What follows belongs to an exercise in optimizing a design on an open flow for small area; a production flow would make more cautious choices. At most, simulation tests tie the RTL to the original design; equivalence was not proved. Only the layout flow was run in run 4; the RTL was not checked for function there.

==> design.v <==
`timescale 1ns / 1ps
module opl3_log_sine_lut (
    input wire [7:0] theta,
    output reg [11:0] out
);
    always @*
        case (theta)
            8'h0: out = 2137;
            8'h1: out = 1731;
            8'h2: out = 1543;
            8'h3: out = 1419;
            8'h4: out = 1326;
            8'h5: out = 1252;
            8'h6: out = 1190;
            8'h7: out = 1137;
            8'h8: out = 1091;
            8'h9: out = 1050;
            8'ha: out = 1013;
            8'hb: out = 979;
            8'hc: out = 949;
            8'hd: out = 920;
            8'he: out = 894;
            8'hf: out = 869;
            8'h10: out = 846;
            8'h11: out = 825;
            8'h12: out = 804;
            8'h13: out = 785;
            8'h14: out = 767;
            8'h15: out = 749;
            8'h16: out = 732;
            8'h17: out = 717;
            8'h18: out = 701;
            8'h19: out = 687;
            8'h1a: out = 672;
            8'h1b: out = 659;
            8'h1c: out = 646;
            8'h1d: out = 633;
            8'h1e: out = 621;
            8'h1f: out = 609;
            8'h20: out = 598;
            8'h21: out = 587;
            8'h22: out = 576;
            8'h23: out = 566;
            8'h24: out = 556;
            8'h25: out = 546;
            8'h26: out = 536;
            8'h27: out = 527;
            8'h28: out = 518;
            8'h29: out = 509;
            8'h2a: out = 501;
            8'h2b: out = 492;
            8'h2c: out = 484;
            8'h2d: out = 476;
            8'h2e: out = 468;
            8'h2f: out = 461;
            8'h30: out = 453;
            8'h31: out = 446;
            8'h32: out = 439;
            8'h33: out = 432;
            8'h34: out = 425;
            8'h35: out = 418;
            8'h36: out = 411;
            8'h37: out = 405;
            8'h38: out = 399;
            8'h39: out = 392;
            8'h3a: out = 386;
            8'h3b: out = 380;
            8'h3c: out = 375;
            8'h3d: out = 369;
            8'h3e: out = 363;
            8'h3f: out = 358;
            8'h40: out = 352;
            8'h41: out = 347;
            8'h42: out = 341;
            8'h43: out = 336;
            8'h44: out = 331;
            8'h45: out = 326;
            8'h46: out = 321;
            8'h47: out = 316;
            8'h48: out = 311;
            8'h49: out = 307;
            8'h4a: out = 302;
            8'h4b: out = 297;
            8'h4c: out = 293;
            8'h4d: out = 289;
            8'h4e: out = 284;
            8'h4f: out = 280;
            8'h50: out = 276;
            8'h51: out = 271;
            8'h52: out = 267;
            8'h53: out = 263;
            8'h54: out = 259;
            8'h55: out = 255;
            8'h56: out = 251;
            8'h57: out = 248;
            8'h58: out = 244;
            8'h59: out = 240;
            8'h5a: out = 236;
            8'h5b: out = 233;
            8'h5c: out = 229;
            8'h5d: out = 226;
            8'h5e: out = 222;
            8'h5f: out = 219;
            8'h60: out = 215;
            8'h61: out = 212;
            8'h62: out = 209;
            8'h63: out = 205;
            8'h64: out = 202;
            8'h65: out = 199;
            8'h66: out = 196;
            8'h67: out = 193;
            8'h68: out = 190;
            8'h69: out = 187;
            8'h6a: out = 184;
            8'h6b: out = 181;
            8'h6c: out = 178;
            8'h6d: out = 175;
            8'h6e: out = 172;
            8'h6f: out = 169;
            8'h70: out = 167;
            8'h71: out = 164;
            8'h72: out = 161;
            8'h73: out = 159;
            8'h74: out = 156;
            8'h75: out = 153;
            8'h76: out = 151;
            8'h77: out = 148;
            8'h78: out = 146;
            8'h79: out = 143;
            8'h7a: out = 141;
            8'h7b: out = 138;
            8'h7c: out = 136;
            8'h7d: out = 134;
            8'h7e: out = 131;
            8'h7f: out = 129;
            8'h80: out = 127;
            8'h81: out = 125;
            8'h82: out = 122;
            8'h83: out = 120;
            8'h84: out = 118;
            8'h85: out = 116;
            8'h86: out = 114;
            8'h87: out = 112;
            8'h88: out = 110;
            8'h89: out = 108;
            8'h8a: out = 106;
            8'h8b: out = 104;
            8'h8c: out = 102;
            8'h8d: out = 100;
            8'h8e: out = 98;
            8'h8f: out = 96;
            8'h90: out = 94;
            8'h91: out = 92;
            8'h92: out = 91;
            8'h93: out = 89;
            8'h94: out = 87;
            8'h95: out = 85;
            8'h96: out = 83;
            8'h97: out = 82;
            8'h98: out = 80;
            8'h99: out = 78;
            8'h9a: out = 77;
            8'h9b: out = 75;
            8'h9c: out = 74;
            8'h9d: out = 72;
            8'h9e: out = 70;
            8'h9f: out = 69;
            8'ha0: out = 67;
            8'ha1: out = 66;
            8'ha2: out = 64;
            8'ha3: out = 63;
            8'ha4: out = 62;
            8'ha5: out = 60;
            8'ha6: out = 59;
            8'ha7: out = 57;
            8'ha8: out = 56;
            8'ha9: out = 55;
            8'haa: out = 53;
            8'hab: out = 52;
            8'hac: out = 51;
            8'had: out = 49;
            8'hae: out = 48;
            8'haf: out = 47;
            8'hb0: out = 46;
            8'hb1: out = 45;
            8'hb2: out = 43;
            8'hb3: out = 42;
            8'hb4: out = 41;
            8'hb5: out = 40;
            8'hb6: out = 39;
            8'hb7: out = 38;
            8'hb8: out = 37;
            8'hb9: out = 36;
            8'hba: out = 35;
            8'hbb: out = 34;
            8'hbc: out = 33;
            8'hbd: out = 32;
            8'hbe: out = 31;
            8'hbf: out = 30;
            8'hc0: out = 29;
            8'hc1: out = 28;
            8'hc2: out = 27;
            8'hc3: out = 26;
            8'hc4: out = 25;
            8'hc5: out = 24;
            8'hc6: out = 23;
            8'hc7: out = 23;
            8'hc8: out = 22;
            8'hc9: out = 21;
            8'hca: out = 20;
            8'hcb: out = 20;
            8'hcc: out = 19;
            8'hcd: out = 18;
            8'hce: out = 17;
            8'hcf: out = 17;
            8'hd0: out = 16;
            8'hd1: out = 15;
            8'hd2: out = 15;
            8'hd3: out = 14;
            8'hd4: out = 13;
            8'hd5: out = 13;
            8'hd6: out = 12;
            8'hd7: out = 12;
            8'hd8: out = 11;
            8'hd9: out = 10;
            8'hda: out = 10;
            8'hdb: out = 9;
            8'hdc: out = 9;
            8'hdd: out = 8;
            8'hde: out = 8;
            8'hdf: out = 7;
            8'he0: out = 7;
            8'he1: out = 7;
            8'he2: out = 6;
            8'he3: out = 6;
            8'he4: out = 5;
            8'he5: out = 5;
            8'he6: out = 5;
            8'he7: out = 4;
            8'he8: out = 4;
            8'he9: out = 4;
            8'hea: out = 3;
            8'heb: out = 3;
            8'hec: out = 3;
            8'hed: out = 2;
            8'hee: out = 2;
            8'hef: out = 2;
            8'hf0: out = 2;
            8'hf1: out = 1;
            8'hf2: out = 1;
            8'hf3: out = 1;
            8'hf4: out = 1;
            8'hf5: out = 1;
            8'hf6: out = 1;
            8'hf7: out = 1;
            8'hf8: out = 0;
            8'hf9: out = 0;
            8'hfa: out = 0;
            8'hfb: out = 0;
            8'hfc: out = 0;
            8'hfd: out = 0;
            8'hfe: out = 0;
            8'hff: out = 0;
            default: out = 0;
        endcase
endmodule
`timescale 1ns / 1ps
module opl3_exp_lut (
    input wire [7:0] in,
    output reg [9:0] out
);
    always @*
        case (in)
            8'h0: out = 0;
            8'h1: out = 3;
            8'h2: out = 6;
            8'h3: out = 8;
            8'h4: out = 11;
            8'h5: out = 14;
            8'h6: out = 17;
            8'h7: out = 20;
            8'h8: out = 22;
            8'h9: out = 25;
            8'ha: out = 28;
            8'hb: out = 31;
            8'hc: out = 34;
            8'hd: out = 37;
            8'he: out = 40;
            8'hf: out = 42;
            8'h10: out = 45;
            8'h11: out = 48;
            8'h12: out = 51;
            8'h13: out = 54;
            8'h14: out = 57;
            8'h15: out = 60;
            8'h16: out = 63;
            8'h17: out = 66;
            8'h18: out = 69;
            8'h19: out = 72;
            8'h1a: out = 75;
            8'h1b: out = 78;
            8'h1c: out = 81;
            8'h1d: out = 84;
            8'h1e: out = 87;
            8'h1f: out = 90;
            8'h20: out = 93;
            8'h21: out = 96;
            8'h22: out = 99;
            8'h23: out = 102;
            8'h24: out = 105;
            8'h25: out = 108;
            8'h26: out = 111;
            8'h27: out = 114;
            8'h28: out = 117;
            8'h29: out = 120;
            8'h2a: out = 123;
            8'h2b: out = 126;
            8'h2c: out = 130;
            8'h2d: out = 133;
            8'h2e: out = 136;
            8'h2f: out = 139;
            8'h30: out = 142;
            8'h31: out = 145;
            8'h32: out = 148;
            8'h33: out = 152;
            8'h34: out = 155;
            8'h35: out = 158;
            8'h36: out = 161;
            8'h37: out = 164;
            8'h38: out = 168;
            8'h39: out = 171;
            8'h3a: out = 174;
            8'h3b: out = 177;
            8'h3c: out = 181;
            8'h3d: out = 184;
            8'h3e: out = 187;
            8'h3f: out = 190;
            8'h40: out = 194;
            8'h41: out = 197;
            8'h42: out = 200;
            8'h43: out = 204;
            8'h44: out = 207;
            8'h45: out = 210;
            8'h46: out = 214;
            8'h47: out = 217;
            8'h48: out = 220;
            8'h49: out = 224;
            8'h4a: out = 227;
            8'h4b: out = 231;
            8'h4c: out = 234;
            8'h4d: out = 237;
            8'h4e: out = 241;
            8'h4f: out = 244;
            8'h50: out = 248;
            8'h51: out = 251;
            8'h52: out = 255;
            8'h53: out = 258;
            8'h54: out = 262;
            8'h55: out = 265;
            8'h56: out = 268;
            8'h57: out = 272;
            8'h58: out = 276;
            8'h59: out = 279;
            8'h5a: out = 283;
            8'h5b: out = 286;
            8'h5c: out = 290;
            8'h5d: out = 293;
            8'h5e: out = 297;
            8'h5f: out = 300;
            8'h60: out = 304;
            8'h61: out = 308;
            8'h62: out = 311;
            8'h63: out = 315;
            8'h64: out = 318;
            8'h65: out = 322;
            8'h66: out = 326;
            8'h67: out = 329;
            8'h68: out = 333;
            8'h69: out = 337;
            8'h6a: out = 340;
            8'h6b: out = 344;
            8'h6c: out = 348;
            8'h6d: out = 352;
            8'h6e: out = 355;
            8'h6f: out = 359;
            8'h70: out = 363;
            8'h71: out = 367;
            8'h72: out = 370;
            8'h73: out = 374;
            8'h74: out = 378;
            8'h75: out = 382;
            8'h76: out = 385;
            8'h77: out = 389;
            8'h78: out = 393;
            8'h79: out = 397;
            8'h7a: out = 401;
            8'h7b: out = 405;
            8'h7c: out = 409;
            8'h7d: out = 412;
            8'h7e: out = 416;
            8'h7f: out = 420;
            8'h80: out = 424;
            8'h81: out = 428;
            8'h82: out = 432;
            8'h83: out = 436;
            8'h84: out = 440;
            8'h85: out = 444;
            8'h86: out = 448;
            8'h87: out = 452;
            8'h88: out = 456;
            8'h89: out = 460;
            8'h8a: out = 464;
            8'h8b: out = 468;
            8'h8c: out = 472;
            8'h8d: out = 476;
            8'h8e: out = 480;
            8'h8f: out = 484;
            8'h90: out = 488;
            8'h91: out = 492;
            8'h92: out = 496;
            8'h93: out = 501;
            8'h94: out = 505;
            8'h95: out = 509;
            8'h96: out = 513;
            8'h97: out = 517;
            8'h98: out = 521;
            8'h99: out = 526;
            8'h9a: out = 530;
            8'h9b: out = 534;
            8'h9c: out = 538;
            8'h9d: out = 542;
            8'h9e: out = 547;
            8'h9f: out = 551;
            8'ha0: out = 555;
            8'ha1: out = 560;
            8'ha2: out = 564;
            8'ha3: out = 568;
            8'ha4: out = 572;
            8'ha5: out = 577;
            8'ha6: out = 581;
            8'ha7: out = 585;
            8'ha8: out = 590;
            8'ha9: out = 594;
            8'haa: out = 599;
            8'hab: out = 603;
            8'hac: out = 607;
            8'had: out = 612;
            8'hae: out = 616;
            8'haf: out = 621;
            8'hb0: out = 625;
            8'hb1: out = 630;
            8'hb2: out = 634;
            8'hb3: out = 639;
            8'hb4: out = 643;
            8'hb5: out = 648;
            8'hb6: out = 652;
            8'hb7: out = 657;
            8'hb8: out = 661;
            8'hb9: out = 666;
            8'hba: out = 670;
            8'hbb: out = 675;
            8'hbc: out = 680;
            8'hbd: out = 684;
            8'hbe: out = 689;
            8'hbf: out = 693;
            8'hc0: out = 698;
            8'hc1: out = 703;
            8'hc2: out = 708;
            8'hc3: out = 712;
            8'hc4: out = 717;
            8'hc5: out = 722;
            8'hc6: out = 726;
            8'hc7: out = 731;
            8'hc8: out = 736;
            8'hc9: out = 741;
            8'hca: out = 745;
            8'hcb: out = 750;
            8'hcc: out = 755;
            8'hcd: out = 760;
            8'hce: out = 765;
            8'hcf: out = 770;
            8'hd0: out = 774;
            8'hd1: out = 779;
            8'hd2: out = 784;
            8'hd3: out = 789;
            8'hd4: out = 794;
            8'hd5: out = 799;
            8'hd6: out = 804;
            8'hd7: out = 809;
            8'hd8: out = 814;
            8'hd9: out = 819;
            8'hda: out = 824;
            8'hdb: out = 829;
            8'hdc: out = 834;
            8'hdd: out = 839;
            8'hde: out = 844;
            8'hdf: out = 849;
            8'he0: out = 854;
            8'he1: out = 859;
            8'he2: out = 864;
            8'he3: out = 869;
            8'he4: out = 874;
            8'he5: out = 880;
            8'he6: out = 885;
            8'he7: out = 890;
            8'he8: out = 895;
            8'he9: out = 900;
            8'hea: out = 906;
            8'heb: out = 911;
            8'hec: out = 916;
            8'hed: out = 921;
            8'hee: out = 927;
            8'hef: out = 932;
            8'hf0: out = 937;
            8'hf1: out = 942;
            8'hf2: out = 948;
            8'hf3: out = 953;
            8'hf4: out = 959;
            8'hf5: out = 964;
            8'hf6: out = 969;
            8'hf7: out = 975;
            8'hf8: out = 980;
            8'hf9: out = 986;
            8'hfa: out = 991;
            8'hfb: out = 996;
            8'hfc: out = 1002;
            8'hfd: out = 1007;
            8'hfe: out = 1013;
            8'hff: out = 1018;
            default: out = 0;
        endcase
endmodule
`timescale 1ns / 1ps
module opl2(
  clk,
  reset,
  opl2_we,
  opl2_data,
  opl2_adr,
  kon,
  channel_a,
  channel_b,
  sample_clk,
  sample_clk_128
  );
  input         clk;
  input         reset;
  input         opl2_we;
  input [7:0]   opl2_data;
  input [7:0]   opl2_adr;
  output [8:0]  kon;
  output signed [15:0] channel_a;
  output signed [15:0] channel_b;
  output sample_clk;
  output sample_clk_128;
  localparam [1:0]
    RELEASE = 2'b00,
    ATTACK  = 2'b01,
    DECAY   = 2'b10,
    SUSTAIN = 2'b11;
  localparam RAND_POLYNOMIAL = 'h800302;
  localparam TREMOLO_MAX_COUNT = 13*1024;
  reg [8:0] kon;
  reg signed [15:0] channel_a;
  reg signed [15:0] channel_b;
  reg sample_clk;
  reg sample_clk_128;
  genvar i;
  reg [9:0] cntr;
  reg sample_clk_en;
  always @(posedge clk)
    if (reset) begin
      cntr <= 10'd0;
      sample_clk_en <= 1'b0;
      sample_clk <= 1'b0;
    end else begin
      cntr <= cntr == 10'd813 ? 10'd0 : cntr + 1'b1;
      sample_clk_en <= cntr == 10'd0;
      sample_clk <= ~cntr[9];
      sample_clk_128 <= ~cntr[0];
    end
  reg [7:0] m20 [0:17];
  reg [7:0] m40 [0:17];
  reg [7:0] m60 [0:17];
  reg [7:0] m80 [0:17];
  reg [1:0] me0 [0:17];
  reg [7:0] ma0 [0:8];
  reg [5:0] mb0 [0:8];
  reg [5:0] mc0 [0:8];
  reg [7:0] mbd;
  reg       m08;
  wire [7:0] wdata = reset ? 8'd0 : opl2_data;
  generate
    for (i = 0; i < 18; i = i + 1) begin: mop
      localparam [7:0] OFF = (i < 6) ? i : (i < 12) ? i + 2 : i + 4;
      always @(posedge clk) begin
        if (reset || (opl2_we && opl2_adr == 8'h20 + OFF)) m20[i] <= wdata;
        if (reset || (opl2_we && opl2_adr == 8'h40 + OFF)) m40[i] <= wdata;
        if (reset || (opl2_we && opl2_adr == 8'h60 + OFF)) m60[i] <= wdata;
        if (reset || (opl2_we && opl2_adr == 8'h80 + OFF)) m80[i] <= wdata;
        if (reset || (opl2_we && opl2_adr == 8'he0 + OFF)) me0[i] <= wdata[1:0];
      end
    end
    for (i = 0; i < 9; i = i + 1) begin: mch
      always @(posedge clk) begin
        if (reset || (opl2_we && opl2_adr == 8'ha0 + i)) ma0[i] <= wdata;
        if (reset || (opl2_we && opl2_adr == 8'hb0 + i)) mb0[i] <= wdata[5:0];
        if (reset || (opl2_we && opl2_adr == 8'hc0 + i)) mc0[i] <= wdata[5:0];
      end
    end
  endgenerate
  always @(posedge clk) begin
    if (reset || (opl2_we && opl2_adr == 8'hbd)) mbd <= wdata;
    if (reset || (opl2_we && opl2_adr == 8'h08)) m08 <= wdata[6];
  end
  reg [7:0] s20 [0:17];
  reg [7:0] s40 [0:17];
  reg [7:0] s60 [0:17];
  reg [7:0] s80 [0:17];
  reg [1:0] se0 [0:17];
  reg [9:0] sfnum [0:8];
  reg [2:0] sblock [0:8];
  reg [8:0] scha;
  reg [8:0] schb;
  reg [2:0] sfb [0:8];
  reg [8:0] scnt;
  reg [7:0] sbd;
  reg       nts;
  reg [2:0] ch0_old;    
  generate
    for (i = 0; i < 18; i = i + 1) begin: sop
      always @(posedge clk)
        if (sample_clk_en) begin
          s20[i] <= m20[i];
          s40[i] <= m40[i];
          s60[i] <= m60[i];
          s80[i] <= m80[i];
          se0[i] <= me0[i];
        end
    end
    for (i = 0; i < 9; i = i + 1) begin: sch
      always @(posedge clk)
        if (sample_clk_en) begin
          sfnum[i] <= {mb0[i][1:0], ma0[i]};
          sblock[i] <= mb0[i][4:2];
          schb[i] <= mc0[i][5];
          scha[i] <= mc0[i][4];
          sfb[i] <= mc0[i][3:1];
          scnt[i] <= mc0[i][0];
        end
      always @(posedge clk)
        if (reset)
          kon[i] <= 1'b0;
        else if (sample_clk_en)
          kon[i] <= mb0[i][5];
    end
  endgenerate
  always @(posedge clk)
    if (sample_clk_en) begin
      sbd <= mbd;
      nts <= m08;
      ch0_old <= {scha[0], schb[0], scnt[0]};
    end
  wire dam = sbd[7];
  wire dvb = sbd[6];
  wire ryt = sbd[5];
  wire bd  = sbd[4];
  wire sd  = sbd[3];
  wire tom = sbd[2];
  wire tc  = sbd[1];
  wire hh  = sbd[0];
  reg [4:0] rpos;        
  reg req;               
  reg act;               
  reg vB;
  reg fresh;             
  wire start = (sample_clk_en | req) & (rpos == 5'd17);
  wire fin = act & (rpos == 5'd17);
  always @(posedge clk)
    if (reset) begin
      rpos <= 5'd0;
      req <= 1'b0;
      act <= 1'b0;
      vB <= 1'b0;
      fresh <= 1'b1;
    end else begin
      rpos <= (rpos == 5'd17) ? 5'd0 : rpos + 1'b1;
      req <= start ? 1'b0 : (req | sample_clk_en);
      if (start)
        act <= 1'b1;
      else if (fin)
        act <= 1'b0;
      vB <= act;
      if (fin)
        fresh <= 1'b0;
    end
  reg [13:0] tremolo_index;
  reg [12:0] vibrato_index;    
  reg [23:0] rand_num;
  always @(posedge clk)
    if (reset) begin
      tremolo_index <= 14'd0;
      vibrato_index <= 13'd1;
      rand_num <= 24'd1;
    end else begin
      if (start) begin
        if (tremolo_index == TREMOLO_MAX_COUNT - 1)
          tremolo_index <= 0;
        else
          tremolo_index <= tremolo_index + 1'b1;
        if (rand_num & 1)
          rand_num <= (rand_num ^ RAND_POLYNOMIAL) >> 1;
        else
          rand_num <= rand_num >> 1;
      end
      if (act)
        vibrato_index <= vibrato_index + 1'b1;
    end
  wire [5:0] am_val_tmp0 = tremolo_index >> 8;
  wire [5:0] am_val_tmp1 = (am_val_tmp0 > 26) ? (2*26 + ~am_val_tmp0) : am_val_tmp0;
  wire [4:0] am_val = dam ? am_val_tmp1 : am_val_tmp1 >> 2;
  reg [8:0] k1;          
  reg [8:0] k2;          
  reg [2:0] q0;          
  reg [2:0] q1;
  reg bd0;
  reg hh0, hh1, sd0, sd1, tom0, tom1, tc0, tc1;
  always @(posedge clk)
    if (reset) begin
      k1 <= 9'd0;
      k2 <= 9'd0;
      q0 <= 3'd0;
      q1 <= 3'd0;
      bd0 <= 1'b0;
      hh0 <= 1'b0; hh1 <= 1'b0;
      sd0 <= 1'b0; sd1 <= 1'b0;
      tom0 <= 1'b0; tom1 <= 1'b0;
      tc0 <= 1'b0; tc1 <= 1'b0;
    end else if (fin) begin
      k1 <= kon;
      k2 <= k1;
      if (!ryt) begin
        q0 <= kon[8:6];
        q1 <= q0;
      end else begin
        bd0 <= bd;
        hh0 <= hh; hh1 <= hh0;
        sd0 <= sd; sd1 <= sd0;
        tom0 <= tom; tom1 <= tom0;
        tc0 <= tc; tc1 <= tc0;
      end
    end
  reg [1:0]  r_st  [0:17];
  reg [8:0]  r_env [0:17];
  reg [14:0] r_cnt [0:17];
  reg [19:0] r_pa  [0:17];
  reg [12:0] r_out [0:17];
  reg [12:0] r_fb2 [0:8];
  wire [4:0] op = rpos;
  reg [3:0] ch;
  reg is_mod;
  always @ *
    case (op)
    5'd0:  begin ch = 4'd0; is_mod = 1'b1; end
    5'd1:  begin ch = 4'd1; is_mod = 1'b1; end
    5'd2:  begin ch = 4'd2; is_mod = 1'b1; end
    5'd3:  begin ch = 4'd0; is_mod = 1'b0; end
    5'd4:  begin ch = 4'd1; is_mod = 1'b0; end
    5'd5:  begin ch = 4'd2; is_mod = 1'b0; end
    5'd6:  begin ch = 4'd3; is_mod = 1'b1; end
    5'd7:  begin ch = 4'd4; is_mod = 1'b1; end
    5'd8:  begin ch = 4'd5; is_mod = 1'b1; end
    5'd9:  begin ch = 4'd3; is_mod = 1'b0; end
    5'd10: begin ch = 4'd4; is_mod = 1'b0; end
    5'd11: begin ch = 4'd5; is_mod = 1'b0; end
    5'd12: begin ch = 4'd6; is_mod = 1'b1; end
    5'd13: begin ch = 4'd7; is_mod = 1'b1; end
    5'd14: begin ch = 4'd8; is_mod = 1'b1; end
    5'd15: begin ch = 4'd6; is_mod = 1'b0; end
    5'd16: begin ch = 4'd7; is_mod = 1'b0; end
    default: begin ch = 4'd8; is_mod = 1'b0; end
    endcase
  wire [7:0] p20 = s20[op];
  wire [7:0] p40 = s40[op];
  wire [7:0] p60 = s60[op];
  wire [7:0] p80 = s80[op];
  wire [1:0] ws = se0[op];
  wire am   = p20[7];
  wire vib  = p20[6];
  wire egt  = p20[5];
  wire ksr  = p20[4];
  wire [3:0] mult = p20[3:0];
  wire [1:0] ksl = p40[7:6];
  wire [5:0] tl  = p40[5:0];
  wire [3:0] ar = p60[7:4];
  wire [3:0] dr = p60[3:0];
  wire [3:0] sl = p80[7:4];
  wire [3:0] rr = p80[3:0];
  wire [9:0] fnum = sfnum[ch];
  wire [2:0] block = sblock[ch];
  wire [2:0] fb = sfb[ch];
  wire cnt_c = scnt[ch];
  wire kon_c = kon[ch];
  wire k1_c = k1[ch];
  wire k2_c = k2[ch];
  wire op_bd = ryt && (op == 5'd12 || op == 5'd15);
  wire op_hh = ryt && op == 5'd13;
  wire op_tt = ryt && op == 5'd14;
  wire op_sd = ryt && op == 5'd16;
  wire op_tc = ryt && op == 5'd17;
  wire [1:0]  st0  = fresh ? RELEASE : r_st[0];
  wire [8:0]  env0 = fresh ? 9'd511 : r_env[0];
  wire [14:0] cnt0 = fresh ? 15'd0 : r_cnt[0];
  wire [19:0] pa0  = fresh ? 20'd0 : r_pa[0];
  wire [12:0] out_old = fresh ? 13'd0 : r_out[0];
  wire [12:0] fb2_old = fresh ? 13'd0 : r_fb2[0];
  wire [19:0] pa17 = fresh ? 20'd0 : r_pa[14];   
  wire [19:0] pa13 = r_pa[4];                    
  reg off_old, off_new, rhy_old, rhy_new;
  always @ * begin
    if (ch < 4'd6) begin
      off_old = !k1_c && k2_c;
      off_new = !kon_c && k1_c;
    end else begin
      off_old = !q0[ch - 4'd6] && q1[ch - 4'd6];
      off_new = ryt ? off_old : (!kon_c && q0[ch - 4'd6]);
    end
    rhy_old = 1'b0;
    rhy_new = 1'b0;
    if (ryt)
      case (op)
      5'd12: rhy_new = bd && !bd0;
      5'd15: rhy_old = bd && !bd0;
      5'd13: begin rhy_old = hh0 && !hh1; rhy_new = hh && !hh0; end
      5'd14: begin rhy_old = tom0 && !tom1; rhy_new = tom && !tom0; end
      5'd16: begin rhy_old = sd0 && !sd1; rhy_new = sd && !sd0; end
      5'd17: begin rhy_old = tc0 && !tc1; rhy_new = tc && !tc0; end
      default: ;
      endcase
  end
  wire kon_old = (k1_c && !k2_c) || rhy_old;
  wire kon_new = (kon_c && !k1_c) || rhy_new;
  reg [1:0] next_state;
  always @ *
    case (st0)
    ATTACK: next_state = env0 == 0 ? DECAY : ATTACK;
    DECAY: next_state = (env0 >> 4) >= sl ? SUSTAIN : DECAY;
    SUSTAIN: next_state = !egt ? RELEASE : SUSTAIN;
    default: next_state = RELEASE;
    endcase
  wire [1:0] s1 = kon_old ? ATTACK : off_old ? RELEASE : next_state;
  wire [1:0] s2 = kon_new ? ATTACK : off_new ? RELEASE : s1;
  function [3:0] req_rate;
    input [1:0] s;
    input [3:0] ar, dr, rr;
    case (s)
    ATTACK: req_rate = ar;
    DECAY: req_rate = dr;
    SUSTAIN: req_rate = 0;
    default: req_rate = rr;
    endcase
  endfunction
  wire [7:0] rate_tmp0 = nts ? fnum[8] : fnum[9];
  wire [7:0] rate_tmp1 = rate_tmp0 | (block << 1);
  wire [7:0] rate_tmp2 = ksr ? rate_tmp1 : rate_tmp1 >> 2;
  function [17:0] rate_inc;
    input [3:0] requested_rate;
    input [7:0] rate_tmp2;
    reg [7:0] requested_rate_shifted;
    reg [7:0] effective_rate;
    reg [7:0] rate_value;
    reg [1:0] rof;
    begin
      requested_rate_shifted = requested_rate << 2;
      effective_rate = (rate_tmp2 + requested_rate_shifted > 60) ?
       60 : rate_tmp2 + requested_rate_shifted;
      rate_value = effective_rate >> 2;
      rof = effective_rate[1:0];
      rate_inc = (4 | rof) << rate_value;
    end
  endfunction
  wire [3:0] rate1 = req_rate(s1, ar, dr, rr);
  wire [3:0] rate2 = req_rate(s2, ar, dr, rr);
  wire [17:0] inc1 = rate_inc(rate1, rate_tmp2);
  wire [17:0] inc2 = rate_inc(rate2, rate_tmp2);
  wire [14:0] cnt1 = (rate1 != 0) ? cnt0 + inc1[14:0] : cnt0;
  wire [17:0] overflow_tmp = cnt1 + inc2;
  wire [7:0] rate_counter_overflow = overflow_tmp >> 15;
  reg [8:0] env1;
  always @ *
    if (s2 == ATTACK && rate_counter_overflow != 0 && env0 != 0)
      env1 = env0 - (((env0 * rate_counter_overflow) >> 3) + 1);
    else if (s2 == DECAY || s2 == RELEASE)
      if (env0 + rate_counter_overflow > 511)
        env1 = 511;
      else
        env1 = env0 + rate_counter_overflow;
    else
      env1 = env0;
  reg [3:0] mult_adj;
  always @ *
    case (mult)
    'h0: mult_adj = 1;
    'h1: mult_adj = 1;
    'h2: mult_adj = 2;
    'h3: mult_adj = 3;
    'h4: mult_adj = 4;
    'h5: mult_adj = 5;
    'h6: mult_adj = 6;
    'h7: mult_adj = 7;
    'h8: mult_adj = 8;
    'h9: mult_adj = 9;
    'hA: mult_adj = 10;
    'hB: mult_adj = 10;
    'hC: mult_adj = 12;
    'hD: mult_adj = 12;
    'hE: mult_adj = 15;
    default: mult_adj = 15;
    endcase
  wire [13:0] fnum_mult = fnum * mult_adj;
  wire [19:0] fnum_mult_sh = fnum_mult << block;
  wire signed [19:0] post_mult = (mult == 0) ? fnum_mult_sh >> 1 : fnum_mult_sh;
  wire [9:0] delta0 = fnum >> 7;
  wire [9:0] delta1 = ((vibrato_index >> 10) & 3) == 3 ? delta0 >> 1 : delta0;
  wire [9:0] delta2 = !dvb ? delta1 >> 1 : delta1;
  wire signed [9:0] vib_val = ((vibrato_index >> 10) & 4) != 0 ? ~delta2 : delta2;
  wire signed [19:0] phase_inc = vib ? post_mult + vib_val : post_mult;
  wire [9:0] upper_current_phase = pa0 >> 10;
  reg [9:0] friend_phase;
  always @ *
    if (op_hh)
      friend_phase = pa17 >> 10;
    else if (op_tc)
      friend_phase = pa13 >> 10;
    else
      friend_phase = 0;
  wire [9:0] phase_bit =
   (((upper_current_phase & 'h88) ^ ((upper_current_phase << 5) & 'h80)) |
   ((friend_phase ^ (friend_phase << 2)) & 'h20)) ? 'h02 : 'h00;
  reg [9:0] noise_bit;
  always @ *
    if (op_hh)
      noise_bit = rand_num[0] << 1;
    else if (op_sd)
      noise_bit = rand_num[0] << 8;
    else
      noise_bit = 0;
  reg [19:0] rhythm_phase;
  always @ *
    if (op_hh)
      rhythm_phase = ((phase_bit << 8) | ('h34 << (phase_bit ^ noise_bit))) << 10;
    else if (op_sd)
      rhythm_phase = (('h100 + (upper_current_phase & 'h100)) ^ noise_bit) << 10;
    else if (op_tc)
      rhythm_phase = ((1 + phase_bit) << 8) << 10;
    else
      rhythm_phase = pa0;
  wire use_feedback = is_mod && !((op == 5'd13 || op == 5'd14) && ryt);
  wire signed [12:0] fb1_s = out_old;
  wire signed [12:0] fb2_s = (op == 5'd0) ? out_old : fb2_old;
  reg signed [21:0] feedback_result_p0;
  always @ *
    if (fb == 0)
      feedback_result_p0 = 0;
    else
      feedback_result_p0 = ((fb1_s + fb2_s) <<< fb);
  wire signed [12:0] feedback_result = feedback_result_p0 >>> 9;
  wire carrier_mod_off = cnt_c || (ryt && (op == 5'd16 || op == 5'd17));
  wire [12:0] modulation = use_feedback ? feedback_result :
   (!is_mod && !carrier_mod_off) ? r_out[3] : 13'd0;
  wire rhythmic = op_hh || op_sd || op_tc;
  wire [19:0] pa_sum = pa0 + phase_inc;
  wire [9:0] fp_base = rhythmic ? rhythm_phase[19:10] + phase_inc[19:10] : pa_sum[19:10];
  wire [19:0] pa1 = kon_new ? 20'd0 : pa_sum;
  wire [9:0] final_phase_hi = kon_new ? 10'd0 : fp_base + modulation[9:0];
  reg [6:0] rom_out;
  always @ *
    case (fnum >> 6)
    0: rom_out = 0;
    1: rom_out = 32;
    2: rom_out = 40;
    3: rom_out = 45;
    4: rom_out = 48;
    5: rom_out = 51;
    6: rom_out = 53;
    7: rom_out = 55;
    8: rom_out = 56;
    9: rom_out = 58;
    10: rom_out = 59;
    11: rom_out = 60;
    12: rom_out = 61;
    13: rom_out = 62;
    14: rom_out = 63;
    default: rom_out = 64;
    endcase
  wire signed [7:0] ksl_tmp0 = block - 8;
  wire signed [7:0] ksl_tmp1 = rom_out + (ksl_tmp0 << 3);
  reg [7:0] ksl_add;
  always @ *
    case (ksl)
    0: ksl_add = 0;
    1: ksl_add = ksl_tmp1 <= 0 ? 0 : ksl_tmp1 << 1;
    2: ksl_add = ksl_tmp1 <= 0 ? 0 : ksl_tmp1;
    default: ksl_add = ksl_tmp1 <= 0 ? 0 : ksl_tmp1 << 2;
    endcase
  wire [10:0] env_offs = (tl << 2) + ksl_add + (am ? am_val : 5'd0);
  reg incl;
  always @ *
    if (op == 5'd15)
      incl = ryt ? cnt_c : 1'b1;
    else if (op == 5'd12)
      incl = ryt ? !cnt_c : cnt_c;
    else if (op == 5'd13 || op == 5'd14)
      incl = cnt_c || ryt;
    else if (op == 5'd0)
      incl = ch0_old[0];
    else
      incl = is_mod ? cnt_c : 1'b1;
  wire cha_c = (ch == 4'd0) ? ch0_old[2] : scha[ch];
  wire chb_c = (ch == 4'd0) ? ch0_old[1] : schb[ch];
  wire signed [17:0] out_old_ext = fb1_s;
  reg signed [17:0] acc_a;
  reg signed [17:0] acc_b;
  always @(posedge clk)
    if (start) begin
      acc_a <= 0;
      acc_b <= 0;
    end else if (act) begin
      if (incl && cha_c)
        acc_a <= acc_a + out_old_ext;
      if (incl && chb_c)
        acc_b <= acc_b + out_old_ext;
    end
  always @(posedge clk)
    if (sample_clk_en) begin
      if (acc_a > 2**15 - 1)
        channel_a <= 2**15 - 1;
      else if (acc_a < -2**15)
        channel_a <= -2**15;
      else
        channel_a <= acc_a;
      if (acc_b > 2**15 - 1)
        channel_b <= 2**15 - 1;
      else if (acc_b < -2**15)
        channel_b <= -2**15;
      else
        channel_b <= acc_b;
    end
  reg [9:0] b_phase;       
  reg [9:0] b_offs;
  reg [1:0] b_ws;
  reg b_shl;
  always @(posedge clk) begin
    b_phase <= final_phase_hi;
    b_offs <= env_offs[9:0];
    b_ws <= ws;
    b_shl <= op_hh || op_tt || op_sd || op_tc;
  end
  wire [11:0] log_sin_out;
  opl3_log_sine_lut log_sine_lut_inst (
    .theta(b_phase[8] ? ~b_phase[7:0] : b_phase[7:0]),
    .out(log_sin_out)
  );
  wire signed [10:0] env_tmp = r_env[1] + b_offs;
  reg [8:0] env;
  always @ *
    if (env_tmp < 0)
      env = 0;
    else if (env_tmp > 511)
      env = 511;
    else
      env = env_tmp;
  wire [12:0] log_sin_plus_gain = log_sin_out + (env << 3);
  wire [9:0] exp_out;
  opl3_exp_lut exp_lut_inst (
    .in(~log_sin_plus_gain[7:0]),
    .out(exp_out)
  );
  wire [12:0] tmp_out0 = (2**10 + exp_out) << 1;
  reg signed [12:0] tmp_out1;
  always @ *
    if (b_phase[9])
      tmp_out1 = ~(tmp_out0 >> log_sin_plus_gain[12:8]);
    else
      tmp_out1 = tmp_out0 >> log_sin_plus_gain[12:8];
  wire signed [12:0] tmp_ws2 = tmp_out1 < 0 ? ~tmp_out1 : tmp_out1;
  reg signed [12:0] tmp_out2;
  always @ *
    case (b_ws)
    0: tmp_out2 = tmp_out1;
    1: tmp_out2 = tmp_out1 < 0 ? 0 : tmp_out1;
    2: tmp_out2 = tmp_ws2;
    default: tmp_out2 = b_phase[8] ? 0 : tmp_ws2;
    endcase
  wire [12:0] op_out = b_shl ? tmp_out2 << 1 : tmp_out2;
  always @(posedge clk) begin
    r_st[1]  <= act ? s2 : r_st[0];
    r_env[1] <= act ? env1 : r_env[0];
    r_cnt[1] <= act ? cnt1 : r_cnt[0];
    r_pa[1]  <= act ? pa1 : r_pa[0];
    r_out[1] <= r_out[0];
    r_out[2] <= vB ? op_out : r_out[1];
    r_fb2[1] <= (act && is_mod) ? out_old : r_fb2[0];
    r_st[0]  <= r_st[17];
    r_env[0] <= r_env[17];
    r_cnt[0] <= r_cnt[17];
    r_pa[0]  <= r_pa[17];
    r_out[0] <= r_out[17];
    r_fb2[0] <= r_fb2[8];
    r_out[3] <= r_out[2];
  end
  generate
    for (i = 2; i < 18; i = i + 1) begin: ring
      always @(posedge clk) begin
        r_st[i]  <= r_st[i-1];
        r_env[i] <= r_env[i-1];
        r_cnt[i] <= r_cnt[i-1];
        r_pa[i]  <= r_pa[i-1];
      end
      if (i > 3) begin: ro
        always @(posedge clk)
          r_out[i] <= r_out[i-1];
      end
    end
    for (i = 2; i < 9; i = i + 1) begin: fring
      always @(posedge clk)
        r_fb2[i] <= r_fb2[i-1];
    end
  endgenerate
endmodule
==> run.sh <==
#!/bin/bash
# synth_recipe.tcl (not shown) runs the flow's synth.tcl, then flattens the netlist and writes it again
# the make line also repeats each setting of config.mk as NAME=value (left out here)
make -C /OpenROAD-flow-scripts/flow DESIGN_CONFIG=/design/flow/config.mk WORK_HOME=/design/flow/orfs CLKGATE_MAP_FILE= SYNTH_SCRIPT=/design/flow/synth_recipe.tcl finish
==> config.mk <==
export PLATFORM = sky130hd
export DESIGN_NAME = opl2
export DESIGN_NICKNAME = opl2
export VERILOG_FILES = /design/flow/design.v
export SDC_FILE = /design/flow/constraint.sdc
export NUM_CORES = 8
export LEC_CHECK = 0
export ABC_AREA = 1
export CAP_MARGIN = 20
export CORE_MARGIN = 2
export CORE_UTILIZATION = 40
export CTS_BUF_LIST = sky130_fd_sc_hd__clkbuf_16
export CTS_CLUSTER_DIAMETER = 100
export CTS_CLUSTER_SIZE = 24
export GPL_ROUTABILITY_DRIVEN = 0
export GPL_TIMING_DRIVEN = 0
export SLEW_MARGIN = 20
==> constraint.sdc <==
create_clock -name core_clock -period 15.0 [get_ports {clk}]
set_input_delay 3.0000 -clock core_clock [delete_from_list [all_inputs] [get_ports {clk}]]
set_output_delay 3.0000 -clock core_clock [all_outputs]
set_load 0.01 [all_outputs]
==> impl_metrics.py, run 1 <==
metrics = {
    "worst_hold_path": {
        "whs_path_depth": 0,
        "hp-start": "r_pa[16][10]",
        "min_to": "r_pa[17][10]",
        "min-delay-path-class": "flop to flop",
    },
    "clocking": {
        "clk_pin_slew_worst_paths_ns": 0.10,
        "cts_max_level": 4,
        "cts_inserted_buffers": 148,
        "cts_tree": "built",
        "clk_latency_ns": 0.87,
        "cts.sinks": 2985,
        "cts_buffer_depth": 3,
        "cts_hold_buf": 0,
        "cts_root_buf": "clkbuf_16",
    },
    "final_layout": {
        "layout-drive-gt1-share": 0.06494,
        "n_fill_cell": 22894,
        "multiInputGateArea_um2": 25150,
        "nNetsFinal": 8780,
        "syn2layout_area_growth_pct": 11.30,
        "regArea_um2": 76070,
    },
    "critical_path": {
        "cp_top_family": "simple AND/OR/NAND/NOR gates",
        "cp_data_arrival_time_ns": 14.81,
        "path_max_fanout": 19,
        "crit_top_cell": "nand2_1",
        "worstReg2RegStart": "rpos[3]",
        "crit_buf_inv": 10,
        "rr_worst_depth": 82,
        "reg2reg_to": "r_env[1][8]",
        "critPathRequiredTime_ns": 15.77,
        "slowest_delay_ns": 0.55,
        "end_kind": "flop",
        "critPathLaunchType": "flop",
        "cpMaxStageDelayCell": "fa_1",
        "reg2reg_slack_ns": 0.95,
        "crit_cells": 82,
        "crit_type": "flop to flop",
    },
    "logic_synthesis": {
        "synth.area.mux_share": 0.0009637,
        "synth_warnings": 25,
        "ys.flop_type": "edfxtp_1",
        "mappedNetlistNets": 8470,
        "async_flop_share": 0,
        "ys_ff_latch": 2985,
        "synth_area_leaders": "edfxtp_1 47%, dfxtp_1 26%, nand2_1 4.3%",
        "synth.distinct_cells": 69,
        "avgSynthCellArea_um2": 12.78,
        "synth.cell_area_um2": 103900,
        "synth.most_common_cell": "edfxtp_1",
        "synth_common_cells": "1629 x edfxtp_1, 1356 x dfxtp_1, 1193 x nand2_1, 567 x inv_1, 566 x o21ai_0",
        "yosys.area.top_type": "edfxtp_1",
        "synth_top_family_by_area": "simple AND/OR/NAND/NOR gates",
        "synthSimpleGateAreaFrac": 0.09254,
        "ys_seq_area_frac": 0.7323,
        "synth_compound_area_frac": 0.08663,
        "synth_cells": 8130,
        "synth_top_area_share": 0.4710,
        "synth_adder_area_share": 0.04170,
        "synth_edf_count": 1629,
        "synth_xor_xnor_area_share": 0.01417,
    },
    "sta": {
        "slew_viol_final": 0,
        "min_period_ns": 14.05,
        "clock_skew_ns": 0.05916,
        "hold_ws_ns": 0.2907,
        "maxSlewHeadroom": 0.2139,
        "fmax_ghz": 0.07118,
        "final_hold_viol_count": 0,
        "period_share": 0.9366,
        "tightest_slew_ns": 1.179,
        "setup_viol": 0,
    },
    "detailed_routing": {
        "drtPass1Iterations": 12,
        "dr.first_iter.drc_count": 8105,
        "drt_wl_total_um": 253900,
        "vias_per_cell": 5.281,
        "wl_per_cell_um": 21.33,
        "drc": 0,
        "dr_total_vias": 62871,
        "ant_nets": 0,
    },
    "placement": {
        "dpl.hpwl_um": 181600,
        "port_buffers": 60,
    },
    "global_routing": {
        "grt_pass1_wl_um": 376400,
        "grt_usage": 0.1889,
        "grt_max_degree": 62,
        "overflow": 0,
        "antenna_found_initial": 6,
        "first_global_vias": 59965,
    },
    "die": {
        "die_h_um": 513.6,
        "die_area_um2": 263800,
        "rows": 187,
        "start_util": 0.4010,
        "io_pins": 62,
        "die_w_um": 513.6,
        "core_area_um2": 259000,
    },
    "outcome": {
        "status": "no timing/DRC/antenna violations",
    },
    "flow_run": {
        "cap_violations": 0,
    },
}
worst reg2reg max path: cells and delay by family (launching register included):
family | cells | cell delay (ns)
buffers and inverters | 10 | 1.64
adder cells (fa/ha/maj) | 9 | 3.40
flip-flops | 1 | 0.43
XOR/XNOR | 3 | 0.41
AO/OA/AOI/OAI | 24 | 3.74
AND/OR/NAND/NOR | 36 | 4.33
cell type report:
cell class / instances / area share
antenna: 4 / 0.00008659
buffer: 235 / 0.009622
clock buffer: 149 / 0.03225
clock inverter: 61 / 0.005758
inverter: 601 / 0.01961
multi-input combinational: 4288 / 0.2176
sequential: 2985 / 0.6580
tap: 3402 / 0.03682
timing repair buffer: 181 / 0.02025
worst max-delay path by stage:
| stage | slack [ns] | start | to |
|---|---|---|---|
| final | 0.95 | rpos[3] | r_env[1][8] |
| after global routing | -0.06 | rpos[0] | r_env[1][8] |
| after global placement | -2.71 | sample_clk_en | acc_b[14] |
| after floorplan | 2.79 | sample_clk_en | tremolo_index[13] |
| after detailed placement | -2.05 | rpos[0] | r_env[1][8] |
| after CTS | 0.002 | rpos[0] | r_env[1][8] |
sequential cells by signal, summed over array words and instances, names as in the netlist, 144 cells and up:
register  cells
r_pa        360
r_cnt       270
r_out       234
r_env       162
m20         144
m40         144
m60         144
m80         144
s20         144
s40         144
s60         144
s80         144
stage by stage:
stage	util	std cells	setup WS, ns	cell area, um^2	setup TNS (ns)
floorplan	-	8130	2.791	103900	0
global placement	0.4198	11592	-2.707	108700	-222.25
detailed placement	0.4273	11701	-2.047	110700	-11.88
CTS	0.4450	11898	0.001831	115300	0
global route	0.4463	11905	-0.06075	115600	-0.07160
finish	0.4463	11906	0.9506	115600	0
cells by family after synthesis:
logic type / after synthesis
buf+inv: 857
xor+xnor: 168
flops: 2985
compound gates: 1495
simple gates: 2294
mux: 10
fa+ha+maj: 321
cell usage in the layout, fill, tap and decap left out, types with 87 or more instances in the layout:
master,netlist,layout
dfxtp_1,1356,1353
nand3_1,344,344
xor2_1,106,106
clkbuf_1,157,133
clkbuf_16,0,149
ha_1,279,277
inv_1,567,599
a21oi_1,397,394
nor2_1,533,511
nand2_1,1193,1186
o21ai_0,566,475
edfxtp_1,1629,1629
o21ai_1,22,87
routing by layer:
layer  share of wire  GRT usage
met1            0.43     0.2580
met2            0.45     0.3017
met3           0.075    0.03017
met4           0.044    0.07396
met5         0.00024          0
what timing repair did:
action                                  CTS  global route
endpoints found under the setup margin    9             8
gates resized for setup                  73           103
setup buffers                             2            10
pin swaps                                 1            11
==> run 2: changes to the inputs <==
--- a/config.mk
+++ b/config.mk
@@ -12,6 +12,4 @@
 export CTS_BUF_LIST = sky130_fd_sc_hd__clkbuf_16
 export CTS_CLUSTER_DIAMETER = 100
 export CTS_CLUSTER_SIZE = 24
-export GPL_ROUTABILITY_DRIVEN = 0
-export GPL_TIMING_DRIVEN = 0
 export SLEW_MARGIN = 20
==> run 2 against run 1 <==
  * Die area did not move
  * Worst hold slack improved by 0.0065 ns
  * Global-route usage rose by 0.28 points
  * Via count fell by 1.9%
  * Non-clock buffer count fell by 190
  * First-iteration DRC count fell by 17%
  * Cell count fell by 1.5%
  * Critical path type unchanged
  * Highest routed layer unchanged
==> impl_metrics.py, run 2 <==
metrics = {
    "outcome": {
        "status": "no timing/DRC/antenna violations",
    },
    "logic_synthesis": {
        "synthSimpleGateAreaFrac": 0.09254,
        "synth.cell_area_um2": 103900,
        "ys_seq_area_frac": 0.7323,
        "synth_xor_xnor_area_share": 0.01417,
        "async_flop_share": 0,
        "yosys.area.top_type": "edfxtp_1",
        "synth.distinct_cells": 69,
        "synth_warnings": 25,
        "synth_area_leaders": "edfxtp_1 47%, dfxtp_1 26%, nand2_1 4.3%",
        "synth.area.mux_share": 0.0009637,
        "synth_common_cells": "1629 x edfxtp_1, 1356 x dfxtp_1, 1193 x nand2_1, 567 x inv_1, 566 x o21ai_0",
        "synth.most_common_cell": "edfxtp_1",
        "synth_adder_area_share": 0.04170,
        "ys_ff_latch": 2985,
        "mappedNetlistNets": 8470,
        "synth_top_family_by_area": "simple AND/OR/NAND/NOR gates",
        "avgSynthCellArea_um2": 12.78,
        "synth_edf_count": 1629,
        "synth_compound_area_frac": 0.08663,
        "ys.flop_type": "edfxtp_1",
        "synth_top_area_share": 0.4710,
        "synth_cells": 8130,
    },
    "sta": {
        "clock_skew_ns": 0.05899,
        "tightest_slew_ns": 1.184,
        "fmax_ghz": 0.07229,
        "setup_viol": 0,
        "maxSlewHeadroom": 0.2000,
        "min_period_ns": 13.83,
        "rsz0062_at_grt": "false",
        "slew_viol_final": 0,
        "period_share": 0.9222,
        "final_hold_viol_count": 0,
        "fin_setup_tns_ns": 0,
    },
    "clocking": {
        "cts_hold_buf": 0,
        "cts_max_level": 4,
        "cts.sinks": 2985,
        "post_cts_resized": 0,
        "cts_tree": "built",
        "cts_inserted_buffers": 149,
        "cts_buffer_depth": 3,
        "clk_pin_slew_worst_paths_ns": 0.10,
        "cts_root_buf": "clkbuf_16",
        "clk_latency_ns": 0.90,
        "post_cts_buffers": 0,
    },
    "global_routing": {
        "first_global_vias": 59311,
        "overflow": 0,
        "grt_usage": 0.1917,
        "grt_pass1_wl_um": 381100,
        "antenna_found_initial": 11,
        "grt_max_degree": 156,
    },
    "detailed_routing": {
        "wl_per_cell_um": 22.00,
        "dr.first_iter.drc_count": 6740,
        "vias_per_cell": 5.259,
        "dr_total_vias": 61658,
        "drc": 0,
        "drtPass1Iterations": 6,
        "ant_nets": 0,
        "drt_wl_total_um": 258000,
    },
    "final_layout": {
        "nNetsFinal": 8591,
        "mostFrequentLayoutCell": "edfxtp_1",
        "largest_reg_flops": 360,
        "fin_area_um2": 113700,
        "reg_top3": "r_pa x360, r_cnt x270, r_out x234",
        "regArea_um2": 76070,
        "n_fill_cell": 23192,
        "multiInputGateArea_um2": 24820,
        "syn2layout_area_growth_pct": 9.463,
        "layout-drive-gt1-share": 0.06036,
        "final_cell_mix": "1629 x edfxtp_1, 1353 x dfxtp_1, 1189 x nand2_1, 598 x inv_1, 526 x o21ai_0",
        "regMostFlops": "r_pa",
    },
    "placement": {
        "dpl.hpwl_um": 173400,
        "port_buffers": 61,
        "gp_congestion": 0.8929,
        "placed_area_um2": 109200,
    },
    "critical_path": {
        "end_kind": "flop",
        "path_max_fanout": 13,
        "cpMaxStageDelayCell": "fa_1",
        "crit_top_cell": "nand2_1",
        "cp_data_arrival_time_ns": 14.60,
        "critPathLaunchType": "flop",
        "critPathRequiredTime_ns": 15.76,
        "slowest_delay_ns": 0.56,
        "crit_type": "flop to flop",
    },
    "die": {
        "core_area_um2": 259000,
        "io_pins": 62,
        "rows": 187,
        "start_util": 0.4010,
        "die_h_um": 513.6,
        "die_w_um": 513.6,
        "die_area_um2": 263800,
    },
    "flow_run": {
        "cap_violations": 0,
    },
    "worst_hold_path": {
        "min-delay-path-class": "flop to flop",
    },
}
-- run 2: cell counts after synthesis --
Identical to the previous run, type by type.
-- run 2: final cells by class --
class,instances,share of cell area
sequential,2985,0.6691
inverter,601,0.01989
multi-input combinational,4288,0.2183
timing repair buffer,226,0.01633
antenna,5,0.0001100
clock inverter,67,0.005899
tap,3402,0.03744
clock buffer,150,0.03301
-- run 2: layer usage --
layer / part of all wire / global-route usage / wire (um)
met1: 0.45 / 0.2713 / 115400
met2: 0.46 / 0.3064 / 118300
met3: 0.066 / 0.02635 / 16920
met4: 0.028 / 0.05796 / 7229
met5: 0.00028 / 0 / 72
-- run 2: per-stage QoR --
step	instances	setup WS, ns	utilization	hold slack, ns
2_1_floorplan	8130	2.791	-	0.3096
3_3_place_gp	11499	0.7458	0.4214	0.3096
3_5_place_dp	11501	0.8119	0.4216	0.3121
4_1_cts	11718	0.7041	0.4386	0.2908
5_1_grt	11721	0.005787	0.4389	0.2988
6_report	11724	1.167	0.4390	0.2972
-- run 2: kinds of logic (layout without fill, tap and decap cells) --
kind of cell    count (synthesis)  after routing
compound gates               1495           1495
xor+xnor                      168            168
fa+ha+maj                     321            321
buf+inv                       857           1044
flops                        2985           2985
mux                            10             10
other cells                     0              5
simple gates                 2294           2294
-- run 2: path summary, 6_finish.rpt --
check / from / end / slack [ns] / cells past startpoint
setup / recovery: rpos[0] / r_env[1][8] / 1.17 / 82
hold / removal: r_out[2][7] / r_out[3][7] / 0.30 / 0
setup reg to reg: rpos[0] / r_env[1][8] / 1.17 / 82
hold reg to reg: r_out[2][7] / r_out[3][7] / 0.30 / 0
-- run 2: critical path: cells and delay by family (launching register included) --
kind	cells	cell delay [ns]
xor+xnor	3	0.42
simple gates	37	4.52
buf+inv	10	1.05
flops	1	0.44
fa+ha+maj	10	3.48
compound gates	22	3.76
==> run 3: changes to the inputs <==
--- a/config.mk
+++ b/config.mk
@@ -8,8 +8,9 @@
 export ABC_AREA = 1
 export CAP_MARGIN = 20
 export CORE_MARGIN = 2
-export CORE_UTILIZATION = 40
+export CORE_UTILIZATION = 55
 export CTS_BUF_LIST = sky130_fd_sc_hd__clkbuf_16
 export CTS_CLUSTER_DIAMETER = 100
 export CTS_CLUSTER_SIZE = 24
+export PLACE_DENSITY = 0.7
 export SLEW_MARGIN = 20
==> run 3 against run 2 <==
  * Critical path type unchanged
  * First-iteration DRC count is 2.5% higher
  * Highest routed layer is now met4
  * Clock-buffer cell count fell by 4
  * Non-clock buffer count up 6
  * Clock skew is 0.0069 ns lower
  * Still clean on timing, DRC and antenna
==> impl_metrics.py, run 3 <==
metrics = {
    "outcome": {
        "status": "no timing/DRC/antenna violations",
    },
    "die": {
        "rows": 159,
        "die_area_um2": 192300,
        "core_area_um2": 187800,
        "start_util": 0.5531,
        "die_h_um": 438.6,
        "die_w_um": 438.6,
        "io_pins": 62,
    },
    "sta": {
        "final_hold_viol_count": 0,
        "slew_viol_final": 0,
        "clock_skew_ns": 0.05206,
        "hold_ws_ns": 0.3053,
        "setup_viol": 0,
        "period_share": 0.9191,
        "min_period_ns": 13.79,
        "fmax_ghz": 0.07253,
        "rsz0062_at_grt": "false",
        "maxSlewHeadroom": 0.2126,
        "tightest_slew_ns": 1.169,
        "fin_setup_tns_ns": 0,
    },
    "clocking": {
        "cts_inserted_buffers": 144,
        "clk_pin_slew_worst_paths_ns": 0.09,
        "cts.sinks": 2985,
        "post_cts_buffers": 0,
        "clk_latency_ns": 0.84,
        "cts_tree": "built",
        "cts_max_level": 4,
        "cts_root_buf": "clkbuf_16",
        "cts_hold_buf": 0,
        "cts_buffer_depth": 3,
    },
    "logic_synthesis": {
        "avgSynthCellArea_um2": 12.78,
        "synth_common_cells": "1629 x edfxtp_1, 1356 x dfxtp_1, 1193 x nand2_1, 567 x inv_1, 566 x o21ai_0",
        "async_flop_share": 0,
        "synth_edf_count": 1629,
        "synth.most_common_cell": "edfxtp_1",
        "ys_ff_latch": 2985,
        "synth_top_area_share": 0.4710,
        "synth_cells": 8130,
        "mappedNetlistNets": 8470,
        "synth_area_leaders": "edfxtp_1 47%, dfxtp_1 26%, nand2_1 4.3%",
        "synth.distinct_cells": 69,
        "synth_warnings": 25,
        "ys_seq_area_frac": 0.7323,
        "yosys.area.top_type": "edfxtp_1",
        "ys.flop_type": "edfxtp_1",
        "synth.cell_area_um2": 103900,
    },
    "critical_path": {
        "critPathLaunchType": "flop",
        "worstReg2RegStart": "rpos[0]",
        "critPathRequiredTime_ns": 15.70,
        "crit_start": "rpos[0]",
        "end_kind": "flop",
        "path_max_fanout": 13,
        "slowest_delay_ns": 0.54,
        "crit_type": "flop to flop",
        "rr_worst_depth": 83,
        "reg2reg_to": "r_env[1][8]",
        "crit_path_end": "r_env[1][8]",
        "crit_top_cell": "nand2_1",
        "reg2reg_slack_ns": 1.21,
        "cp_data_arrival_time_ns": 14.49,
        "cpMaxStageDelayCell": "fa_1",
    },
    "final_layout": {
        "final_cell_mix": "1629 x edfxtp_1, 1353 x dfxtp_1, 1192 x nand2_1, 607 x inv_1, 519 x o21ai_0",
        "syn2layout_area_growth_pct": 8.089,
        "reg_top3": "r_pa x360, r_cnt x270, r_out x234",
        "mostFrequentLayoutCell": "edfxtp_1",
        "fin_util": 0.5978,
        "regMostFlops": "r_pa",
        "diodes": 0,
        "nNetsFinal": 8592,
        "layout-drive-gt1-share": 0.05834,
        "largest_reg_flops": 360,
    },
    "global_routing": {
        "grt_pass1_wl_um": 366000,
        "grt_max_degree": 173,
        "grt_usage": 0.2526,
        "antenna_found_initial": 3,
        "first_global_vias": 58851,
        "overflow": 0,
    },
    "detailed_routing": {
        "ant_nets": 0,
        "drc": 0,
        "drt_wl_total_um": 245000,
        "dr_total_vias": 61516,
        "dr.first_iter.drc_count": 6911,
        "wl_per_cell_um": 22.67,
        "drtPass1Iterations": 8,
        "vias_per_cell": 5.692,
    },
    "placement": {
        "dpl.hpwl_um": 166100,
        "gp_congestion": 0.9158,
        "port_buffers": 61,
    },
    "worst_hold_path": {
        "min-delay-path-class": "flop to flop",
    },
    "flow_run": {
        "cap_violations": 0,
    },
}
==> run 3: cell counts after synthesis <==
No cell type changed its count.
==> run 3: critical path, delay by kind of cell (launching register included) <==
| kind | cells | cell delay (ns) |
|---|---|---|
| flip-flops | 1 | 0.38 |
| AO/OA/AOI/OAI | 24 | 4.24 |
| XOR/XNOR | 3 | 0.45 |
| AND/OR/NAND/NOR | 36 | 4.10 |
| adder cells (fa/ha/maj) | 10 | 3.48 |
| buffers and inverters | 10 | 0.96 |
==> run 3: stage by stage <==
stage,cells,worst slack [ns],instance area [um^2]
after floorplan,8130,2.791,103900
after global placement,10598,1.339,108000
after detailed placement,10600,1.101,108100
after CTS,10807,1.079,112200
after global routing,10808,0.09438,112300
final,10808,1.213,112300
==> run 3: logic make-up after synthesis <==
| logic type | synth area share |
|---|---|
| multiplexers | 0.0009637 |
| XOR/XNOR | 0.01417 |
| AO/OA/AOI/OAI | 0.08664 |
| adder cells (fa/ha/maj) | 0.04170 |
| AND/OR/NAND/NOR | 0.09254 |
| flip-flops | 0.7323 |
| buffers and inverters | 0.03169 |
==> run 3: routing by layer <==
metal / global-route usage / routed length (um) / up-vias
li1: - / - / 28647
met1: 0.3601 / 105000 / 29938
met2: 0.4057 / 114100 / 2549
met3: 0.03765 / 18820 / 382
met4: 0.07216 / 7049 / 0
met5: 0 / 0 / -
==> run 3: what timing repair did <==
| action | CTS | global route |
|---|---|---|
| gates resized for setup | 0 | 3 |
| hold endpoints to repair | 0 | 0 |
| setup endpoints to repair | 0 | 1 |
==> run 3: worst min-delay path by stage <==
stage / start / to / slack (ns) / depth (start not counted)
finish: r_pa[5][17] / r_pa[6][17] / 0.31 / 0
global route: r_pa[14][6] / r_pa[15][6] / 0.31 / 0
CTS: r_pa[2][8] / r_pa[3][8] / 0.31 / 0
detailed placement: r_out[7][4] / r_out[8][4] / 0.31 / 0
global placement: r_fb2[8][1] / r_fb2[0][1] / 0.31 / 0
floorplan: r_cnt[17][0] / r_cnt[0][0] / 0.31 / 0
==> run 3: area by class of cell <==
cell class	count	area, um^2
fillers	14627	75530
repair buffers	232	1906
inverters	601	2258
well taps	2495	3122
clock buffers	146	3654
flip-flops and latches	2985	76070
multi-input cells	4288	24780
clock inverters	61	485.5
==> run 4: changes to the inputs <==
--- a/design.v
+++ b/design.v
@@ -970,7 +970,7 @@
    (!is_mod && !carrier_mod_off) ? r_out[3] : 13'd0;
   wire rhythmic = op_hh || op_sd || op_tc;
   wire [19:0] pa_sum = pa0 + phase_inc;
-  wire [9:0] fp_base = rhythmic ? rhythm_phase[19:10] + phase_inc[19:10] : pa_sum[19:10];
+  wire [9:0] fp_base = (rhythmic ? rhythm_phase[19:10] : pa_sum[19:10]) + (rhythmic ? phase_inc[19:10] : 10'd0);
   wire [19:0] pa1 = kon_new ? 20'd0 : pa_sum;
   wire [9:0] final_phase_hi = kon_new ? 10'd0 : fp_base + modulation[9:0];
   reg [6:0] rom_out;
@@ -1021,16 +1021,12 @@
   wire signed [17:0] out_old_ext = fb1_s;
   reg signed [17:0] acc_a;
   reg signed [17:0] acc_b;
-  always @(posedge clk)
-    if (start) begin
-      acc_a <= 0;
-      acc_b <= 0;
-    end else if (act) begin
-      if (incl && cha_c)
-        acc_a <= acc_a + out_old_ext;
-      if (incl && chb_c)
-        acc_b <= acc_b + out_old_ext;
-    end
+  wire signed [17:0] add_a = (act && incl && cha_c) ? out_old_ext : 18'sd0;
+  wire signed [17:0] add_b = (act && incl && chb_c) ? out_old_ext : 18'sd0;
+  always @(posedge clk) begin
+    acc_a <= (start ? 18'sd0 : acc_a) + add_a;
+    acc_b <= (start ? 18'sd0 : acc_b) + add_b;
+  end
   always @(posedge clk)
     if (sample_clk_en) begin
       if (acc_a > 2**15 - 1)
==> run 4 against run 3 <==
  * Synthesized cell count shrank 1.4%
  * Clock-buffer cell count shrank 1
  * Critical path depth is the same
  * Critical path type unchanged
  * Non-clock buffer count shrank 17
  * Register-to-register slack improved by 0.13 ns
==> impl_metrics.py, run 4 <==
metrics = {
    "sta": {
        "tightest_slew_ns": 1.135,
        "fin_setup_tns_ns": 0,
        "fmax_ghz": 0.07321,
        "clock_skew_ns": 0.03213,
        "period_share": 0.9107,
        "final_hold_viol_count": 0,
        "min_period_ns": 13.66,
        "rsz0062_at_grt": "false",
        "slew_viol_final": 0,
        "maxSlewHeadroom": 0.2381,
        "setup_viol": 0,
    },
    "clocking": {
        "cts_buffer_depth": 3,
        "clk_latency_ns": 0.83,
        "cts_root_buf": "clkbuf_16",
        "cts.sinks": 2985,
        "cts_max_level": 4,
        "clk_pin_slew_worst_paths_ns": 0.10,
        "cts_inserted_buffers": 144,
        "post_cts_resized": 0,
        "cts_hold_buf": 0,
        "cts_tree": "built",
        "post_cts_buffers": 0,
    },
    "logic_synthesis": {
        "avgSynthCellArea_um2": 12.91,
        "synthSimpleGateAreaFrac": 0.09185,
        "ys_ff_latch": 2985,
        "synth_top_family_by_area": "simple AND/OR/NAND/NOR gates",
        "synth_warnings": 25,
        "synth_edf_count": 1629,
        "mappedNetlistNets": 8354,
        "ys.flop_type": "edfxtp_1",
        "synth_compound_area_frac": 0.08409,
        "synth_xor_xnor_area_share": 0.01371,
        "synth_adder_area_share": 0.04218,
        "synth.cell_area_um2": 103500,
        "synth_top_area_share": 0.4725,
        "synth.distinct_cells": 70,
        "async_flop_share": 0,
        "ys_seq_area_frac": 0.7347,
        "yosys.area.top_type": "edfxtp_1",
        "synth.most_common_cell": "edfxtp_1",
        "synth_area_leaders": "edfxtp_1 47%, dfxtp_1 26%, nand2_1 4.3%",
        "synth.area.mux_share": 0.0002901,
        "synth_common_cells": "1629 x edfxtp_1, 1356 x dfxtp_1, 1182 x nand2_1, 620 x inv_1, 538 x nor2_1",
        "synth_cells": 8016,
    },
    "critical_path": {
        "slowest_delay_ns": 0.72,
        "crit_type": "flop to flop",
        "cpMaxStageDelayCell": "nor2_2",
        "crit_top_cell": "nand2_1",
        "critPathRequiredTime_ns": 15.75,
        "cp_data_arrival_time_ns": 14.41,
        "end_kind": "flop",
        "critPathLaunchType": "flop",
        "path_max_fanout": 21,
        "reg2reg_slack_ns": 1.34,
    },
    "final_layout": {
        "mostFrequentLayoutCell": "edfxtp_1",
        "final_cell_mix": "1629 x edfxtp_1, 1353 x dfxtp_1, 1182 x nand2_1, 668 x inv_1, 527 x nor2_1",
        "regMostFlops": "r_pa",
        "fin_area_um2": 111700,
        "nNetsFinal": 8478,
        "reg_top3": "r_pa x360, r_cnt x270, r_out x234",
        "layout-drive-gt1-share": 0.05801,
        "syn2layout_area_growth_pct": 7.869,
        "largest_reg_flops": 360,
    },
    "detailed_routing": {
        "drt_wl_total_um": 236900,
        "wl_per_cell_um": 22.14,
        "drc": 0,
        "vias_per_cell": 5.628,
        "dr.first_iter.drc_count": 6801,
        "dr_total_vias": 60229,
        "drtPass1Iterations": 6,
        "ant_nets": 0,
    },
    "die": {
        "io_pins": 62,
        "die_area_um2": 191700,
        "start_util": 0.5524,
        "core_area_um2": 187400,
        "die_w_um": 437.9,
        "rows": 159,
        "die_h_um": 437.9,
    },
    "global_routing": {
        "grt_usage": 0.2444,
        "first_global_vias": 58616,
        "antenna_found_initial": 6,
        "grt_pass1_wl_um": 355400,
        "grt_max_degree": 158,
        "overflow": 0,
    },
    "placement": {
        "placed_area_um2": 107600,
        "dpl.hpwl_um": 160500,
        "port_buffers": 61,
        "gp_congestion": 0.8910,
    },
    "worst_hold_path": {
        "min-delay-path-class": "flop to flop",
    },
    "outcome": {
        "status": "no timing/DRC/antenna violations",
    },
    "flow_run": {
        "cap_violations": 0,
    },
}
run 4: through the flow:
stage	setup WS (ns)	hold WS [ns]	utilization	std cells
detailed placement	1.363	0.3121	0.5740	10488
floorplan	1.353	0.3096	-	8016
CTS	1.300	0.3121	0.5956	10699
global placement	1.457	0.3097	0.5739	10486
global route	0.01995	0.3157	0.5959	10700
finish	1.340	0.3149	0.5959	10701
run 4: worst max-delay path: cells and delay by family (launching register included):
kind,cells,cell delay [ns]
flip-flops,1,0.38
AND/OR/NAND/NOR,32,4.00
XOR/XNOR,3,0.52
AO/OA/AOI/OAI,25,3.90
buffers and inverters,13,1.41
adder cells (fa/ha/maj),10,3.32
run 4: logic make-up after synthesis:
kind of cell / count (synthesis)
flip-flops: 2985
AND/OR/NAND/NOR: 2251
AO/OA/AOI/OAI: 1405
buffers and inverters: 891
adder cells (fa/ha/maj): 319
XOR/XNOR: 162
multiplexers: 3
run 4: path summary, 6_finish.rpt:
kind	endpoint	depth (start not counted)	from
worst min-delay path	r_pa[9][12]	0	r_pa[8][12]
worst min register to register	r_pa[9][12]	0	r_pa[8][12]
worst max-delay path	r_env[1][8]	83	rpos[0]
worst max register to register	r_env[1][8]	83	rpos[0]
run 4: per-layer routing:
metal  up-vias  routed length, um  share of wire  track usage
met5         -                 41        0.00017            0
met4         6               7666          0.032      0.07742
met3       438              17660          0.075      0.04064
met2      2331             114300           0.48       0.4104
met1     29273              97200           0.41       0.3262
li1      28181                  -              -            -
run 4: area by class of cell:
cell class | instances | area, um^2
sequential | 2985 | 76070
fill | 14478 | 75730
multi-input combinational | 4140 | 24200
clock buffer | 145 | 3628
tap | 2495 | 3122
inverter | 654 | 2467
timing repair buffer | 215 | 1767
clock inverter | 66 | 419.2
antenna | 1 | 2.502

static timing again, ports no longer ideal:
The flow's constraints put no driver on any port. The routed layouts listed below were extracted and timed again, unchanged, in two steps. Step 1 sets driving cells, clkbuf_16 on the clock port and buf_2 on the other inputs (assumed; they add their load-dependent delay and slew). Step 2 times the ports against the registers' clock, not the clock port: input delays grow and output delays shrink by t, the midpoint of the rising clock arrivals with the driver on. Three values: no drivers, after step 1, after step 2; two values: the first two.
run	t, ns	setup WS [ns]	worst setup path after step 2
run 1	0.929	0.951 / 0.951 / 0.951	register to register
run 2	0.952	1.167 / 1.167 / 1.167	register to register
run 3	0.905	1.213 / 1.213 / 1.213	register to register
run 4	0.891	1.340 / 1.340 / 1.340	register to register
After both steps every run listed still meets setup and hold.
